This is an optimization exercise on Yosys and OpenROAD, whose aim is small area and a short achievable clock period, not a production implementation.
Where RTL was checked, it was by simulation tests only, not by an equivalence proof against the original.
Power figures rest on the tool's default switching activity, not on a simulated workload.

==> run G: inputs <==
==> flow/design.v (excerpt) <==
module pcore_exe (
    input  logic          clk,
    input  logic          rst_n,                  
    input  logic [196:0]  id2exe_data_i,          
    input  logic [40:0]   id2exe_ctrl_i,          
    input  logic [3:0]    fwd2exe_i,              
    input  logic [31:0]   lsu2exe_fb_alu_result_i,
    input  logic [31:0]   wrb2exe_fb_rd_data_i,
    output logic [66:0]   exe2div_o,              
    output logic [95:0]   exe2lsu_data_o,         
    output logic [20:0]   exe2lsu_ctrl_o,         
    output logic [112:0]  exe2csr_data_o,         
    output logic [9:0]    exe2csr_ctrl_o,         
    output logic [12:0]   exe2fwd_o,              
    output logic [31:0]   exe2if_fb_o             
);
Settings: LEC_CHECK=0, CAP_MARGIN=20, CORE_MARGIN=2, CORE_UTILIZATION=40, SETUP_SLACK_MARGIN=5.0, SLEW_MARGIN=20; clock period 12.0 ns.
standard.sh (not shown) runs the stock make flow with config.mk's settings and CLKGATE_MAP_FILE= SYNTH_SCRIPT=/design/flow/synth_recipe.tcl, a recipe that flattens the netlist after the stock synthesis.
==> flow/flow/run.sh <==
#!/bin/bash
# Layout flow: the standard synthesis and layout, with two changes that
# leave the design's function and registers as the standard synthesis makes
# them:
#  - after synthesis, flow/fa_polarity.py removes inverters around the full
#    adders by complementing the inputs and outputs of some of them (a full
#    adder is self-dual), and
#  - the port buffers are sky130_fd_sc_hd__buf_1 rather than the default
#    delay buffer, and
#  - repair_timing aims at a setup slack of 6.5 ns (SETUP_SLACK_MARGIN).
set -euo pipefail
RES=orfs/results/sky130hd/pcore_exe/base
bash standard.sh synth > synth.log 2>&1
cp $RES/1_2_yosys.v $RES/1_2_yosys_standard.v
python3 flow/fa_polarity.py $RES/1_2_yosys_standard.v $RES/1_2_yosys.v > polarity.log 2>&1
rm -f $RES/1_synth.odb $RES/1_synth.sdc
export BUFFER_PORTS_ARGS="-buffer_cell sky130_fd_sc_hd__buf_1"
bash standard.sh SETUP_SLACK_MARGIN=6.5 finish > layout.log 2>&1
Other scripts of this flow, unchanged in this note and not shown: flow/flow/fa_polarity.py
==> run M: changes against run G <==
--- a/flow/design.v
+++ b/flow/design.v
@@ -4190,16 +4190,29 @@
                   : fwd_wrb_rs1 ? wrb2exe_fb_rd_data_i : rs1_data;
 wire [31:0] opr_b = fwd_lsu_rs2 ? lsu2exe_fb_alu_result_i
                   : fwd_wrb_rs2 ? wrb2exe_fb_rd_data_i : rs2_data;
 wire [31:0] alu_opr1 = opr1_sel ? opr_a : pc;
 wire [31:0] alu_opr2 = opr2_sel ? opr_b : imm;
 wire [31:0] cmp_opr2 = cmp_opr2_sel ? opr_b : imm;
-wire [32:0] cmp_diff = {1'b0, opr_a} - {1'b0, cmp_opr2};
-wire        cmp_eq   = (opr_a == cmp_opr2);
-wire        cmp_ltu  = cmp_diff[32];
-wire        cmp_lt   = cmp_diff[32] ^ opr_a[31] ^ cmp_opr2[31];
+logic [31:0] cmp_g [0:5];
+logic [31:0] cmp_p [0:5];
+always_comb begin
+    cmp_g[0] = opr_a & ~cmp_opr2;
+    cmp_p[0] = ~(opr_a ^ cmp_opr2);
+    for (int l = 1; l <= 5; l++) begin
+        cmp_g[l] = '0;
+        cmp_p[l] = '0;
+        for (int k = 0; k < (32 >> l); k++) begin
+            cmp_g[l][k] = cmp_g[l-1][2*k+1] | (cmp_p[l-1][2*k+1] & cmp_g[l-1][2*k]);
+            cmp_p[l][k] = cmp_p[l-1][2*k+1] & cmp_p[l-1][2*k];
+        end
+    end
+end
+wire        cmp_eq   = cmp_p[5][0];
+wire        cmp_ltu  = ~(cmp_g[5][0] | cmp_p[5][0]);
+wire        cmp_lt   = cmp_ltu ^ opr_a[31] ^ cmp_opr2[31];
 logic branch_res;
 always_comb begin
     case (branch_ops)
         3'd1:    branch_res = cmp_eq;
         3'd2:    branch_res = ~cmp_eq;
         3'd3:    branch_res = ~cmp_lt;
==> flow/flow/run.sh (replaced) <==
#!/bin/bash
# Layout flow: the standard synthesis and layout, with two changes that
# leave the design's function and registers as the standard synthesis makes
# them:
#  - after synthesis, flow/fa_polarity.py removes inverters around the full
#    adders by complementing the inputs and outputs of some of them (a full
#    adder is self-dual), and
#  - the port buffers are sky130_fd_sc_hd__buf_1 rather than the default
#    delay buffer.
set -euo pipefail
RES=orfs/results/sky130hd/pcore_exe/base
bash standard.sh synth > synth.log 2>&1
cp $RES/1_2_yosys.v $RES/1_2_yosys_standard.v
python3 flow/fa_polarity.py $RES/1_2_yosys_standard.v $RES/1_2_yosys.v > polarity.log 2>&1
rm -f $RES/1_synth.odb $RES/1_synth.sdc
export BUFFER_PORTS_ARGS="-buffer_cell sky130_fd_sc_hd__buf_1"
bash standard.sh > layout.log 2>&1
- CAP_MARGIN: 20 -> 10
- CORE_UTILIZATION: 40 -> 55
- CTS_BUF_LIST: not set -> sky130_fd_sc_hd__clkbuf_4 sky130_fd_sc_hd__clkbuf_8
- SLEW_MARGIN: 20 -> 10
- TNS_END_PERCENT: not set -> 0
==> qor summary <==
                                                                              run M                       run G
Pin count of the biggest net entering global routing                             93                          89
First-pass GRT wire length                                                282000 µm                   322000 µm
Post-route standard cell area excluding fillers                           51200 µm²                   60900 µm²
Average vias per placed instance                                               6.49                        6.20
Period Utilization, post-route                                                60.2%                       59.4%
Initial antenna violation count                                                  46                          58
Run status                                                           finished clean              finished clean
Setup slack after placement                                                 2800 ps                     3110 ps
Minimum setup slack in the final design                                     4780 ps                     4870 ps
Instance area at placement                                                48000 µm²                   49300 µm²
CTS root buf                                              sky130_fd_sc_hd__clkbuf_8  sky130_fd_sc_hd__clkbuf_16
Number of buffers added by the clock tree synthesis step                         76                          48
Share of total power consumed by net switching                                49.9%                       49.1%
Std-Cell Rows                                                                   104                         122
Power, Total                                                               15300 µW                    17700 µW
Total routed wire length on the met1 layer                                 73900 µm                    89800 µm
Synthesized instance count                                                     4680                        4656
Sequential fraction of total cell area                                        15.8%                       13.3%
Largest stage delay on the critical path                                     640 ps                      730 ps
Met3 GRT Util                                                                 16.3%                       15.1%
Leakage power                                                             0.0206 µW                   0.0241 µW
Signal buffers share of area                                                  8.27%                       15.3%


==> job 5958 <==
pcore_exe, a different RTL version from the one above (not shown whole).
export LEC_CHECK = 0
export CAP_MARGIN = 20
export CORE_MARGIN = 2
export CORE_UTILIZATION = 45
export CTS_CLUSTER_DIAMETER = 80
export CTS_CLUSTER_SIZE = 30
export SETUP_SLACK_MARGIN = 5.0
export SLEW_MARGIN = 20
export TNS_END_PERCENT = 0
create_clock -name core_clock -period 12.0 [get_ports {clk}]
==> flow/flow/run.sh <==
#!/bin/bash
# Layout flow: the standard synthesis and layout, with three changes that
# leave the design's function and registers as the standard synthesis makes
# them:
#  - after synthesis, flow/fa_polarity.py removes inverters around the full
#    adders by complementing the inputs and outputs of some of them (a full
#    adder is self-dual), and
#  - the port buffers are sky130_fd_sc_hd__buf_1 rather than the default
#    delay buffer, and
#  - repair_timing aims at a setup slack of 5.4 ns (SETUP_SLACK_MARGIN).
set -euo pipefail
RES=orfs/results/sky130hd/pcore_exe/base
bash standard.sh synth > synth.log 2>&1
cp $RES/1_2_yosys.v $RES/1_2_yosys_standard.v
python3 flow/fa_polarity.py $RES/1_2_yosys_standard.v $RES/1_2_yosys.v > polarity.log 2>&1
rm -f $RES/1_synth.odb $RES/1_synth.sdc
export BUFFER_PORTS_ARGS="-buffer_cell sky130_fd_sc_hd__buf_1"
bash standard.sh SETUP_SLACK_MARGIN=5.4 finish > layout.log 2>&1
Other scripts of this flow, unchanged in this note and not shown: flow/flow/fa_polarity.py
==> inputs of job 9420, as changes to job 5958 <==
--- a/flow/design.v
+++ b/flow/design.v
@@ -4289,27 +4289,14 @@
 wire [31:0] opr_b = fwd_lsu_rs2 ? lsu2exe_fb_alu_result_i
                   : fwd_wrb_rs2 ? wrb2exe_fb_rd_data_i : rs2_data;
 wire [31:0] alu_opr1 = opr1_sel ? opr_a : pc;
 wire [31:0] alu_opr2 = opr2_sel ? opr_b : imm;
 wire [31:0] cmp_opr2 = cmp_opr2_sel ? opr_b : imm;
-logic [31:0] cmp_g [0:5];
-logic [31:0] cmp_p [0:5];
-always_comb begin
-    cmp_g[0] = opr_a & ~cmp_opr2;
-    cmp_p[0] = ~(opr_a ^ cmp_opr2);
-    for (int l = 1; l <= 5; l++) begin
-        cmp_g[l] = '0;
-        cmp_p[l] = '0;
-        for (int k = 0; k < (32 >> l); k++) begin
-            cmp_g[l][k] = cmp_g[l-1][2*k+1] | (cmp_p[l-1][2*k+1] & cmp_g[l-1][2*k]);
-            cmp_p[l][k] = cmp_p[l-1][2*k+1] & cmp_p[l-1][2*k];
-        end
-    end
-end
-wire        cmp_eq   = cmp_p[5][0];
-wire        cmp_ltu  = ~(cmp_g[5][0] | cmp_p[5][0]);
-wire        cmp_lt   = cmp_ltu ^ opr_a[31] ^ cmp_opr2[31];
+wire [32:0] cmp_diff = {1'b0, opr_a} - {1'b0, cmp_opr2};
+wire        cmp_eq   = (opr_a == cmp_opr2);
+wire        cmp_ltu  = cmp_diff[32];
+wire        cmp_lt   = cmp_diff[32] ^ opr_a[31] ^ cmp_opr2[31];
 logic branch_res;
 always_comb begin
     case (branch_ops)
         3'd1:    branch_res = cmp_eq;
         3'd2:    branch_res = ~cmp_eq;
@@ -4329,10 +4316,11 @@
 wire sel_shr = (alu_i_ops == 4'd9) | (alu_i_ops == 4'd10);
 wire sel_op1 = (alu_i_ops == 4'd11);
 wire sel_op2 = (alu_i_ops == 4'd12);
 wire alu_sub = (alu_i_ops == 4'd2);
 wire alu_sra = (alu_i_ops == 4'd10);
+wire [31:0] alu_addb = alu_sub ? ~alu_opr2 : alu_opr2;
 wire set_val = ((alu_i_ops == 4'd6) & cmp_lt) | ((alu_i_ops == 4'd7) & cmp_ltu);
 logic csr_rd_req, csr_wr_req;
 always_comb begin
     case (csr_ops)
         2'd1:    begin csr_rd_req = |instr[11:7]; csr_wr_req = 1'b1;          end
@@ -4454,21 +4442,23 @@
         alu_out_q       <= ~mul_cmd;
         sel_sum_l_q     <= sel_sum & ~mul_cmd;
     end
 end
 logic [63:0] mul_s_q, mul_c_q;
+logic [31:0] alu_addb_q;
 logic        alu_sub_q, alu_sra_q;
 always_ff @(posedge clk) begin
     mul_s_q   <= mul_s;
     mul_c_q   <= mul_c;
+    alu_addb_q <= alu_addb;
     alu_sub_q <= alu_sub;
     alu_sra_q <= alu_sra;
 end
 wire [31:0] alu_sum;
 pcore_add32c alu_adder (
     .a  (opr1_q),
-    .b  (alu_sub_q ? ~opr2_q : opr2_q),
+    .b  (alu_addb_q),
     .ci (alu_sub_q),
     .s  (alu_sum)
 );
 function automatic [31:0] rev32(input [31:0] v);
     for (int i = 0; i < 32; i++) rev32[i] = v[31 - i];
==> flow/flow/run.sh (replaced) <==
#!/bin/bash
# Layout flow: the standard synthesis and layout, with two changes that
# leave the design's function and registers as the standard synthesis makes
# them:
#  - after synthesis, flow/fa_polarity.py removes inverters around the full
#    adders by complementing the inputs and outputs of some of them (a full
#    adder is self-dual), and
#  - the port buffers are sky130_fd_sc_hd__buf_1 rather than the default
#    delay buffer.
set -euo pipefail
RES=orfs/results/sky130hd/pcore_exe/base
bash standard.sh synth > synth.log 2>&1
cp $RES/1_2_yosys.v $RES/1_2_yosys_standard.v
python3 flow/fa_polarity.py $RES/1_2_yosys_standard.v $RES/1_2_yosys.v > polarity.log 2>&1
rm -f $RES/1_synth.odb $RES/1_synth.sdc
export BUFFER_PORTS_ARGS="-buffer_cell sky130_fd_sc_hd__buf_1"
bash standard.sh SETUP_SLACK_MARGIN=5.75 finish > layout.log 2>&1
==> flow/config.mk (replaced) <==
export PLATFORM = sky130hd
export DESIGN_NAME = pcore_exe
export DESIGN_NICKNAME = pcore_exe
export VERILOG_FILES = /design/flow/design.v
export SDC_FILE = /design/flow/constraint.sdc
export NUM_CORES = 4
export LEC_CHECK = 0
export CAP_MARGIN = 20
export CORE_MARGIN = 2
export CORE_UTILIZATION = 40
export SETUP_SLACK_MARGIN = 5.0
export SLEW_MARGIN = 20
export TNS_END_PERCENT = 0
==> inputs of job 7296, as changes to job 5958 <==
--- a/flow/design.v
+++ b/flow/design.v
@@ -4289,27 +4289,14 @@
 wire [31:0] opr_b = fwd_lsu_rs2 ? lsu2exe_fb_alu_result_i
                   : fwd_wrb_rs2 ? wrb2exe_fb_rd_data_i : rs2_data;
 wire [31:0] alu_opr1 = opr1_sel ? opr_a : pc;
 wire [31:0] alu_opr2 = opr2_sel ? opr_b : imm;
 wire [31:0] cmp_opr2 = cmp_opr2_sel ? opr_b : imm;
-logic [31:0] cmp_g [0:5];
-logic [31:0] cmp_p [0:5];
-always_comb begin
-    cmp_g[0] = opr_a & ~cmp_opr2;
-    cmp_p[0] = ~(opr_a ^ cmp_opr2);
-    for (int l = 1; l <= 5; l++) begin
-        cmp_g[l] = '0;
-        cmp_p[l] = '0;
-        for (int k = 0; k < (32 >> l); k++) begin
-            cmp_g[l][k] = cmp_g[l-1][2*k+1] | (cmp_p[l-1][2*k+1] & cmp_g[l-1][2*k]);
-            cmp_p[l][k] = cmp_p[l-1][2*k+1] & cmp_p[l-1][2*k];
-        end
-    end
-end
-wire        cmp_eq   = cmp_p[5][0];
-wire        cmp_ltu  = ~(cmp_g[5][0] | cmp_p[5][0]);
-wire        cmp_lt   = cmp_ltu ^ opr_a[31] ^ cmp_opr2[31];
+wire [32:0] cmp_diff = {1'b0, opr_a} - {1'b0, cmp_opr2};
+wire        cmp_eq   = (opr_a == cmp_opr2);
+wire        cmp_ltu  = cmp_diff[32];
+wire        cmp_lt   = cmp_diff[32] ^ opr_a[31] ^ cmp_opr2[31];
 logic branch_res;
 always_comb begin
     case (branch_ops)
         3'd1:    branch_res = cmp_eq;
         3'd2:    branch_res = ~cmp_eq;
@@ -4329,10 +4316,11 @@
 wire sel_shr = (alu_i_ops == 4'd9) | (alu_i_ops == 4'd10);
 wire sel_op1 = (alu_i_ops == 4'd11);
 wire sel_op2 = (alu_i_ops == 4'd12);
 wire alu_sub = (alu_i_ops == 4'd2);
 wire alu_sra = (alu_i_ops == 4'd10);
+wire [31:0] alu_addb = alu_sub ? ~alu_opr2 : alu_opr2;
 wire set_val = ((alu_i_ops == 4'd6) & cmp_lt) | ((alu_i_ops == 4'd7) & cmp_ltu);
 logic csr_rd_req, csr_wr_req;
 always_comb begin
     case (csr_ops)
         2'd1:    begin csr_rd_req = |instr[11:7]; csr_wr_req = 1'b1;          end
@@ -4454,21 +4442,23 @@
         alu_out_q       <= ~mul_cmd;
         sel_sum_l_q     <= sel_sum & ~mul_cmd;
     end
 end
 logic [63:0] mul_s_q, mul_c_q;
+logic [31:0] alu_addb_q;
 logic        alu_sub_q, alu_sra_q;
 always_ff @(posedge clk) begin
     mul_s_q   <= mul_s;
     mul_c_q   <= mul_c;
+    alu_addb_q <= alu_addb;
     alu_sub_q <= alu_sub;
     alu_sra_q <= alu_sra;
 end
 wire [31:0] alu_sum;
 pcore_add32c alu_adder (
     .a  (opr1_q),
-    .b  (alu_sub_q ? ~opr2_q : opr2_q),
+    .b  (alu_addb_q),
     .ci (alu_sub_q),
     .s  (alu_sum)
 );
 function automatic [31:0] rev32(input [31:0] v);
     for (int i = 0; i < 32; i++) rev32[i] = v[31 - i];
==> flow/flow/run.sh (replaced) <==
#!/bin/bash
# Layout flow: the standard synthesis and layout, with two changes that
# leave the design's function and registers as the standard synthesis makes
# them:
#  - after synthesis, flow/fa_polarity.py removes inverters around the full
#    adders by complementing the inputs and outputs of some of them (a full
#    adder is self-dual), and
#  - the port buffers are sky130_fd_sc_hd__buf_1 rather than the default
#    delay buffer.
set -euo pipefail
RES=orfs/results/sky130hd/pcore_exe/base
bash standard.sh synth > synth.log 2>&1
cp $RES/1_2_yosys.v $RES/1_2_yosys_standard.v
python3 flow/fa_polarity.py $RES/1_2_yosys_standard.v $RES/1_2_yosys.v > polarity.log 2>&1
rm -f $RES/1_synth.odb $RES/1_synth.sdc
export BUFFER_PORTS_ARGS="-buffer_cell sky130_fd_sc_hd__buf_1"
bash standard.sh SETUP_SLACK_MARGIN=5.75 finish > layout.log 2>&1
==> flow/config.mk (replaced) <==
export PLATFORM = sky130hd
export DESIGN_NAME = pcore_exe
export DESIGN_NICKNAME = pcore_exe
export VERILOG_FILES = /design/flow/design.v
export SDC_FILE = /design/flow/constraint.sdc
export NUM_CORES = 4
export LEC_CHECK = 0
export CAP_MARGIN = 20
export CORE_MARGIN = 2
export CORE_UTILIZATION = 40
export SETUP_SLACK_MARGIN = 5.0
export SLEW_MARGIN = 20
==> inputs of job 5159, as changes to job 5958 <==
--- a/flow/design.v
+++ b/flow/design.v
@@ -4289,27 +4289,14 @@
 wire [31:0] opr_b = fwd_lsu_rs2 ? lsu2exe_fb_alu_result_i
                   : fwd_wrb_rs2 ? wrb2exe_fb_rd_data_i : rs2_data;
 wire [31:0] alu_opr1 = opr1_sel ? opr_a : pc;
 wire [31:0] alu_opr2 = opr2_sel ? opr_b : imm;
 wire [31:0] cmp_opr2 = cmp_opr2_sel ? opr_b : imm;
-logic [31:0] cmp_g [0:5];
-logic [31:0] cmp_p [0:5];
-always_comb begin
-    cmp_g[0] = opr_a & ~cmp_opr2;
-    cmp_p[0] = ~(opr_a ^ cmp_opr2);
-    for (int l = 1; l <= 5; l++) begin
-        cmp_g[l] = '0;
-        cmp_p[l] = '0;
-        for (int k = 0; k < (32 >> l); k++) begin
-            cmp_g[l][k] = cmp_g[l-1][2*k+1] | (cmp_p[l-1][2*k+1] & cmp_g[l-1][2*k]);
-            cmp_p[l][k] = cmp_p[l-1][2*k+1] & cmp_p[l-1][2*k];
-        end
-    end
-end
-wire        cmp_eq   = cmp_p[5][0];
-wire        cmp_ltu  = ~(cmp_g[5][0] | cmp_p[5][0]);
-wire        cmp_lt   = cmp_ltu ^ opr_a[31] ^ cmp_opr2[31];
+wire [32:0] cmp_diff = {1'b0, opr_a} - {1'b0, cmp_opr2};
+wire        cmp_eq   = (opr_a == cmp_opr2);
+wire        cmp_ltu  = cmp_diff[32];
+wire        cmp_lt   = cmp_diff[32] ^ opr_a[31] ^ cmp_opr2[31];
 logic branch_res;
 always_comb begin
     case (branch_ops)
         3'd1:    branch_res = cmp_eq;
         3'd2:    branch_res = ~cmp_eq;
@@ -4329,10 +4316,11 @@
 wire sel_shr = (alu_i_ops == 4'd9) | (alu_i_ops == 4'd10);
 wire sel_op1 = (alu_i_ops == 4'd11);
 wire sel_op2 = (alu_i_ops == 4'd12);
 wire alu_sub = (alu_i_ops == 4'd2);
 wire alu_sra = (alu_i_ops == 4'd10);
+wire [31:0] alu_addb = alu_sub ? ~alu_opr2 : alu_opr2;
 wire set_val = ((alu_i_ops == 4'd6) & cmp_lt) | ((alu_i_ops == 4'd7) & cmp_ltu);
 logic csr_rd_req, csr_wr_req;
 always_comb begin
     case (csr_ops)
         2'd1:    begin csr_rd_req = |instr[11:7]; csr_wr_req = 1'b1;          end
@@ -4454,21 +4442,23 @@
         alu_out_q       <= ~mul_cmd;
         sel_sum_l_q     <= sel_sum & ~mul_cmd;
     end
 end
 logic [63:0] mul_s_q, mul_c_q;
+logic [31:0] alu_addb_q;
 logic        alu_sub_q, alu_sra_q;
 always_ff @(posedge clk) begin
     mul_s_q   <= mul_s;
     mul_c_q   <= mul_c;
+    alu_addb_q <= alu_addb;
     alu_sub_q <= alu_sub;
     alu_sra_q <= alu_sra;
 end
 wire [31:0] alu_sum;
 pcore_add32c alu_adder (
     .a  (opr1_q),
-    .b  (alu_sub_q ? ~opr2_q : opr2_q),
+    .b  (alu_addb_q),
     .ci (alu_sub_q),
     .s  (alu_sum)
 );
 function automatic [31:0] rev32(input [31:0] v);
     for (int i = 0; i < 32; i++) rev32[i] = v[31 - i];
==> flow/flow/run.sh (replaced) <==
#!/bin/bash
# Layout flow: the standard synthesis and layout, with two changes that
# leave the design's function and registers as the standard synthesis makes
# them:
#  - after synthesis, flow/fa_polarity.py removes inverters around the full
#    adders by complementing the inputs and outputs of some of them (a full
#    adder is self-dual), and
#  - the port buffers are sky130_fd_sc_hd__buf_1 rather than the default
#    delay buffer.
set -euo pipefail
RES=orfs/results/sky130hd/pcore_exe/base
bash standard.sh synth > synth.log 2>&1
cp $RES/1_2_yosys.v $RES/1_2_yosys_standard.v
python3 flow/fa_polarity.py $RES/1_2_yosys_standard.v $RES/1_2_yosys.v > polarity.log 2>&1
rm -f $RES/1_synth.odb $RES/1_synth.sdc
export BUFFER_PORTS_ARGS="-buffer_cell sky130_fd_sc_hd__buf_1"
bash standard.sh > layout.log 2>&1
==> flow/config.mk (replaced) <==
export PLATFORM = sky130hd
export DESIGN_NAME = pcore_exe
export DESIGN_NICKNAME = pcore_exe
export VERILOG_FILES = /design/flow/design.v
export SDC_FILE = /design/flow/constraint.sdc
export NUM_CORES = 4
export LEC_CHECK = 0
export CAP_MARGIN = 20
export CORE_MARGIN = 2
export CORE_UTILIZATION = 40
export SETUP_SLACK_MARGIN = 5.0
export SLEW_MARGIN = 20
==> run notes <==
metric                                                         job 9420                   job 5159               job 5958                  job 7296
Outcome                                        timing/DRC/antenna clean   timing/DRC/antenna clean  timing/DRC/antenna clean  timing/DRC/antenna clean
Sum of routed wire segments on met1                           92,800 um                  93,000 um              86,500 um                 95,600 um
Vias per cell                                                      6.25                       6.18                   6.41                      6.29
Crit path arrival time                                          7390 ps                    4720 ps                7440 ps                   7450 ps
Post-synthesis cell area                                     0.0458 mm2                 0.0458 mm2             0.0448 mm2                0.0458 mm2
#MultiIn Comb                                                     3,640                      3,639                  3,630                     3,641
Clock tree sinks                                                    435                        435                    403                       435
Number of antenna cells inserted                                     42                         41                     31                        29
Share of total power in sequential cells                          12.9%                      13.3%                  13.4%                     12.1%
Number of standard cells after synthesis                          4,826                      4,826                  4,758                     4,826
Worst Setup End Kind                                               flop             primary output                   flop                      flop
Static leakage                                                0.0219 uW                  0.0219 uW              0.0212 uW                 0.0244 uW
Critical path start-end classification                input pin to flop     flop to primary output      input pin to flop         input pin to flop
CP max-delay cell                                 sky130_fd_sc_hd__fa_1  sky130_fd_sc_hd__a222oi_1  sky130_fd_sc_hd__fa_2  sky130_fd_sc_hd__o21ai_0
Clock-cell share of area                                          3.79%                      3.60%                  2.21%                     3.13%
Worst rel slew slack                                              30.5%                      24.0%                  22.4%                     22.3%
Clock tree buffer count of the final layout                          68                         74                     32                        74
Number of clock buffers inserted by TritonCTS                        55                         55                     28                        55
Layout fillers                                                   10,800                     10,800                  9,178                    10,100
Well tap count                                                    1,512                      1,512                  1,287                     1,512
YS warnings                                                           1                          1                      3                         1
Maximum cell stage delay along the critical path                 560 ps                     900 ps                 600 ps                    600 ps
Global Route Usage Sum                                            40.4%                      39.1%                  41.5%                     42.4%
Worst Hold Slack                                                1880 ps                    1890 ps                1910 ps                   1880 ps
Worst setup timing slack at the placement stage                 2770 ps                    3050 ps                2970 ps                   3000 ps
Power, Total                                                  17,300 uW                  16,900 uW              15,400 uW                 18,700 uW
Area of the multi-input gates                                0.0355 mm2                 0.0355 mm2             0.0355 mm2                0.0389 mm2
Function was not checked in any run of this note: the RTL went through the layout flow alone.

afterwards: timing with drivers on the ports:
The flow's constraints put no driver on any port. The routed layouts listed below were extracted and timed again, unchanged, in two steps.
Step 1 assumes that a clkbuf_16 drives the clock port and a buf_2 every other input.
Step 2 moves the port delays by t, midway between the first and last clock arrival at a register: inputs arrive t later, outputs are due t later. That takes back most of the time a late clock gives input paths.
Slacks: ideal ports / drivers / drivers and shift; pairs: ideal ports / drivers.
run	t (ns)	setup WS [ns]	worst setup path after step 2	worst slew at a driven data input, ns
run G	0.718	4.867 / 4.793 / 4.426	input to register	0.30
run M	0.823	4.777 / 4.707 / 4.091	input to register	0.29
job 5958	0.723	5.113 / 5.100 / 4.428	input to register	0.23
job 9420	0.759	5.097 / 5.025 / 4.280	input to register	0.41
job 7296	0.774	5.122 / 5.140 / 4.367	input to register	0.37
job 5159	0.743	4.876 / 4.795 / 4.310	input to register	0.42
After both steps every run listed still meets setup and hold. For job 9420, which loses most, drivers alone change the setup slack by -0.072 ns; drivers and shift together by -0.817 ns.
